What follows belongs to an exercise in optimizing a design on an open flow for small area and a short achievable clock period; a production flow would make more cautious choices. Function was not checked in any run shown here: the RTL went through the layout flow alone. Power figures rest on the tool's default switching activity, not on a simulated workload.

==> flow/design.v, too long to show whole: its modules and the start of the top module <==
// module my_fir: 2630 lines
// module fa_: 4 lines
// module anb_: 3 lines
// module ha_: 4 lines
// module or2_: 3 lines
// module orn_: 3 lines
// module padd_: 75 lines
// module x2_: 3 lines
// module cpa_: 121 lines
module my_fir
#(parameter F=10)
(
input logic                clk,
input logic                rst,
input logic signed  [15:0] filter_in,
output logic signed [31:0] filter_out
    );
  // ...
==> flow/run.sh <==
#!/bin/bash
# synth_recipe.tcl (not shown) runs the flow's synth.tcl, then flattens the netlist and writes it again
# the make line also repeats each setting of config.mk as NAME=value (left out here)
make -C /OpenROAD-flow-scripts/flow DESIGN_CONFIG=/design/flow/config.mk WORK_HOME=/design/flow/orfs CLKGATE_MAP_FILE= SYNTH_SCRIPT=/design/flow/synth_recipe.tcl finish
==> flow/config.mk <==
export PLATFORM = sky130hd
export DESIGN_NAME = my_fir
export DESIGN_NICKNAME = my_fir
export VERILOG_FILES = /design/flow/design.v
export SDC_FILE = /design/flow/constraint.sdc
export NUM_CORES = 4
export LEC_CHECK = 0
export ABC_CLOCK_PERIOD_IN_PS = 2600
export CAP_MARGIN = 20
export CORE_MARGIN = 2
export CORE_UTILIZATION = 60
export CTS_CLUSTER_DIAMETER = 80
export CTS_CLUSTER_SIZE = 18
export PLACE_DENSITY = 0.75
export SETUP_SLACK_MARGIN = 3.75
export SLEW_MARGIN = 20
export SYNTH_HIERARCHICAL = 1
==> flow/constraint.sdc <==
create_clock -name core_clock -period 6.5 [get_ports {clk}]
set_input_delay 1.3000 -clock core_clock [delete_from_list [all_inputs] [get_ports {clk}]]
set_output_delay 1.3000 -clock core_clock [all_outputs]
set_load 0.01 [all_outputs]
==> flow_summary.json, run 1 <==
{
  "outcome": "finished clean",
  "holdPathStages": 0,
  "signal_buffers": 83,
  "gp_congestion": 1.02,
  "crit_type": "register to register",
  "fmax_ghz": 0.365,
  "rsz0062_at_grt": "no",
  "seq_area_um2": 17500,
  "wl_met3_um": 10400,
  "mostFrequentLayoutCells": "fa_1, dfrtp_1, inv_1, ha_1, dfrtp_2",
  "fin_nets": 3190,
  "overflow": 0,
  "synthMuxAreaShare": 0,
  "synth_seq_area_share": 0.463,
  "synth.area.top_cells": "dfrtp_1, fa_1, dfstp_2",
  "vdd_ir_drop_max_mv": 0.260,
  "crit_family": "adder cells",
  "cp_max_fo": 6,
  "dominant_cells": "multi-input combinational cells",
  "portBuffers": 49,
  "cts_resized": 135,
  "die_w_um": 254,
  "yosys_warnings": 9,
  "yosysTopAreaCellShare": 0.423,
  "syn2layout_area_growth_pct": 8.87,
  "cp.depth": 4,
  "r2r_end": "r0_2945$_DFF_PP0_",
  "seq-cell-share": 0.429,
  "powerClk_mw": 2.97,
  "synth_compound_gate_area_share": 0.0222,
  "clkPwrFrac": 0.126,
  "drt-total-wl_um": 92000,
  "final_common_cell": "fa_1",
  "crit_path_end": "r0_2945$_DFF_PP0_",
  "synth_area_um2": 37500,
  "cpMostUsedCell": "fa_1"
}
==> run 2: changes to the inputs <==
--- a/flow/config.mk
+++ b/flow/config.mk
@@ -12,6 +12,6 @@
 export CTS_CLUSTER_DIAMETER = 80
 export CTS_CLUSTER_SIZE = 18
 export PLACE_DENSITY = 0.75
-export SETUP_SLACK_MARGIN = 3.75
+export SETUP_SLACK_MARGIN = 3.85
 export SLEW_MARGIN = 20
 export SYNTH_HIERARCHICAL = 1
==> flow_summary.json, run 2 <==
{
  "drt_iter0_markers": 1567,
  "layout-drive-gt1-share": 0.182,
  "drt-pass1-iter-count": 5,
  "hold_viol": 0,
  "cts_num_sinks": 691,
  "min_period_over_period": 0.415,
  "synthCells": 2183,
  "cts_root_buf": "clkbuf_16",
  "slowest_delay_ns": 0.59,
  "cts_max_level": 2,
  "placed_area_um2": 39100,
  "synth.area.top_cells": "dfrtp_1, fa_1, dfstp_2",
  "rsz0062_at_grt": "yes",
  "drt-total-wl_um": 93200,
  "holdPathStages": 0,
  "post-route-drc-count": 0,
  "yosys_warnings": 9,
  "synth.most_common_cell": "fa_1",
  "via_per_inst": 5.65,
  "clkLatencyLatePin_ns": 0.63,
  "portBuffers": 49,
  "setup.worst_path.end_class": "register",
  "syn2layout_area_growth_pct": 11.0,
  "core-area_um2": 61700,
  "gp_congestion": 1.02,
  "synth_area_um2": 37500,
  "cts_buffer_depth": 3,
  "crit_type": "register to register",
  "final_antenna_net_count": 0,
  "p_leak_nw": 17.9,
  "synthSimpleGateAreaFrac": 0.0214,
  "start_util": 0.608,
  "synth_edf_count": 0,
  "fp-row-count": 91,
  "synth-main-ff-cell": "dfrtp_1",
  "syn-num-nets": 3072,
  "crit_chain": "ha_4, fa_1, fa_1, inv_1, ha_1, and4bb_1, a221o_1",
  "crit_required_ns": 7.03,
  "cts_hold_buffers": 0,
  "period_needed_ns": 2.70,
  "multiInputGateArea_um2": 19200,
  "synth_top_family_by_area": "adder cells",
  "synthTopCellsByCount": "fa_1, dfrtp_1, inv_1, ha_1, xor2_1",
  "die_w_um": 254,
  "timing.setup.tns_ns": 0,
  "seq_area_um2": 17600,
  "final_area_um2": 41700,
  "synth-seq-cells": 691,
  "relSlewSlack": 0.511,
  "top_register": "d",
  "synth.avg_cell_area_um2": 17.2,
  "n_fill_cell": 4133,
  "fmax_ghz": 0.370,
  "ioPinCount": 50,
  "hpwlAfterDp_um": 71600,
  "reg2regPathDepth": 7,
  "max_cap_viol_count": 0,
  "slowest_stage": "dfrtp_4",
  "vdd_ir_drop_max_mv": 0.273,
  "yosysTopAreaCell": "dfrtp_1",
  "finClkSkew_ns": 0.0260,
  "cp_max_fo": 6,
  "wire_per_inst_um": 28.9,
  "die_y_um": 254,
  "cpMostUsedCell": "fa_1",
  "grt_max_degree": 133,
  "outcome": "finished clean",
  "synthMuxAreaShare": 0,
  "fin_nets": 3242,
  "overflow": 0,
  "reg_top3": "d x256, q x22",
  "worstPathArrival_ns": 3.23,
  "async_flop_share": 1.00,
  "grt_pass1_wl_um": 139000,
  "track_usage": 0.313,
  "critPathLaunchType": "register",
  "fin_util": 0.675,
  "slew_viol_final": 0,
  "clk_pin_slew_ns": 0.07,
  "cts_inserted_buffers": 48,
  "yosys.area_share.xor_xnor": 0.0194,
  "die-area_um2": 64500,
  "grt_pass1_vias": 21269,
  "hold_class": "register to register",
  "synth_cell_types": 44,
  "setup_viol": 0,
  "synth_seq_area_share": 0.463,
  "power_density_nw_per_um2": 573,
  "yosysTopAreaCellShare": 0.423,
  "synthAdderAreaFrac": 0.444,
  "synth_compound_gate_area_share": 0.0222,
  "antenna_found_initial": 3,
  "mostFrequentLayoutCells": "fa_1, dfrtp_1, inv_1, ha_1, dfrtp_2",
  "largest_reg_flops": 256,
  "cts_tree": "built",
  "final_common_cell": "fa_1",
  "dr_total_vias": 18180,
  "worst_pin_slew_ns": 0.734
}
## run 2: cell types whose count changed in the layout (fill, tap and decap cells not counted), sizes merged
cell	previous run	this run
clkbuf	72	65
clkdlybuf4s15	3	0
diode	2	1
buf	34	96
## run 2: area by class of cell
cell class                      instances  area share
Antenna cell                            1   0.0000601
Timing Repair Buffer                  135      0.0311
Tap cell                              837      0.0251
Clock inverter                         13     0.00423
Inverter                              269      0.0243
Sequential cell                       691       0.423
Clock buffer                           64      0.0303
Multi-Input combinational cell       1208       0.462
## run 2: logic make-up after synthesis
logic type | Yosys count
adders and majority gates | 871
DFF | 691
buffers and inverters | 284
and+or+nand+nor | 136
AOI/OAI and AO/OA | 118
xor gates and xnor gates | 83
## run 2: final timing paths
kind | from | end | slack [ns]
max in group asynchronous | rst | r0_2827$_DFF_PP1_ | 4.18
setup reg to reg | d[1][4]$_DFF_PP0_ | lc_$_DFF_PP1_ | 3.80
hold / removal | r0_2811$_DFF_PP0_ | r1_3801$_DFF_PP0_ | 0.35
setup / recovery | d[1][4]$_DFF_PP0_ | lc_$_DFF_PP1_ | 3.80
hold reg to reg | r0_2811$_DFF_PP0_ | r1_3801$_DFF_PP0_ | 0.35
min in group asynchronous | rst | q[9]$_DFF_PP0_ | 1.00
## run 2: Yosys stat by module, one instance, submodules excluded
| module | times used | flops+latches | cell area, µm² |
|---|---|---|---|
| orn_ | 6 | 0 | 6.26 |
| x2_ | 36 | 0 | 8.76 |
| my_fir | 1 | 691 | 18100 |
| fa_ | 721 | 0 | 20.0 |
| or2_ | 27 | 0 | 6.26 |
| anb_ | 2 | 0 | 13.8 |
| cpa_ | 1 | 0 | 1040 |
| ha_ | 2 | 0 | 12.5 |
| padd_ | 5 | 0 | 669 |
## run 2: worst max-delay path: cells and delay by family (launching register included)
kind	cells	cell delay (ns)
simple gates	1	0.21
compound gates	1	0.32
buf+inv	1	0.05
flops	1	0.59
fa+ha+maj	4	1.43
## run 2: per-stage QoR
stage,instances,total power [mW],hold WS (ns),worst slack [ns]
finish,3218,23.9,0.350,3.80
global route,3217,26.2,0.356,3.74
CTS,3180,23.8,0.352,3.71
floorplan,2183,15.9,0.331,-4.21
detailed placement,3065,20.8,0.335,3.09
global placement,3065,20.1,0.331,3.13
## run 2: timing repair
item	in CTS	in global routing
endpoints found under the setup margin	198	228
pin swaps	13	16
resized for setup	231	85
buffers inserted	38	37
## run 2: per-layer routing
| metal | vias to the layer above | GRT usage | part of all wire | routed length [µm] |
|---|---|---|---|---|
| met5 | - | 0 | 0.00045 | 42 |
| li1 | 7022 | - | - | - |
| met3 | 250 | 0.108 | 0.11 | 10100 |
| met2 | 865 | 0.470 | 0.46 | 43000 |
| met1 | 10041 | 0.431 | 0.38 | 35600 |
| met4 | 2 | 0.117 | 0.047 | 4400 |
## run 2: power breakdown
| part | switching (mW) | leakage, nW | internal [mW] | total, mW |
|---|---|---|---|---|
| Clock | 1.54 | 0.687 | 1.44 | 2.97 |
| Sequential | 1.36 | 7.87 | 6.30 | 7.66 |
| Combinational | 7.00 | 9.34 | 6.26 | 13.3 |

re-timing with driven ports:
The flow's constraints put no driver on any port. The routed layouts listed below were extracted and timed again, unchanged, in two steps.
Step 1, drivers: a clkbuf_16 drives clk and a buf_2 each remaining input, both assumed.
Step 2, shift: input delay + t, output delay - t, t = (earliest + latest rising clock arrival at the registers) / 2. This alone moves slack from input paths to output paths.
Three values: ideal, step 1, step 2; two values: the first two.
| run | shift t [ns] | slack for setup (ns) | slew at the worst register clock pin (ns) | worst slew at a driven data input, ns |
|---|---|---|---|---|
| run 1 | 0.673 | 3.761 / 3.750 / 3.350 | 0.08 / 0.08 | 0.05 |
| run 2 | 0.675 | 3.801 / 3.801 / 3.538 | 0.08 / 0.08 | 0.05 |
After both steps every run listed still meets setup and hold. The setup slack of run 1, which loses most, moves by -0.011 ns with the drivers and by -0.411 ns with both steps. Setup slack includes reset recovery checks.
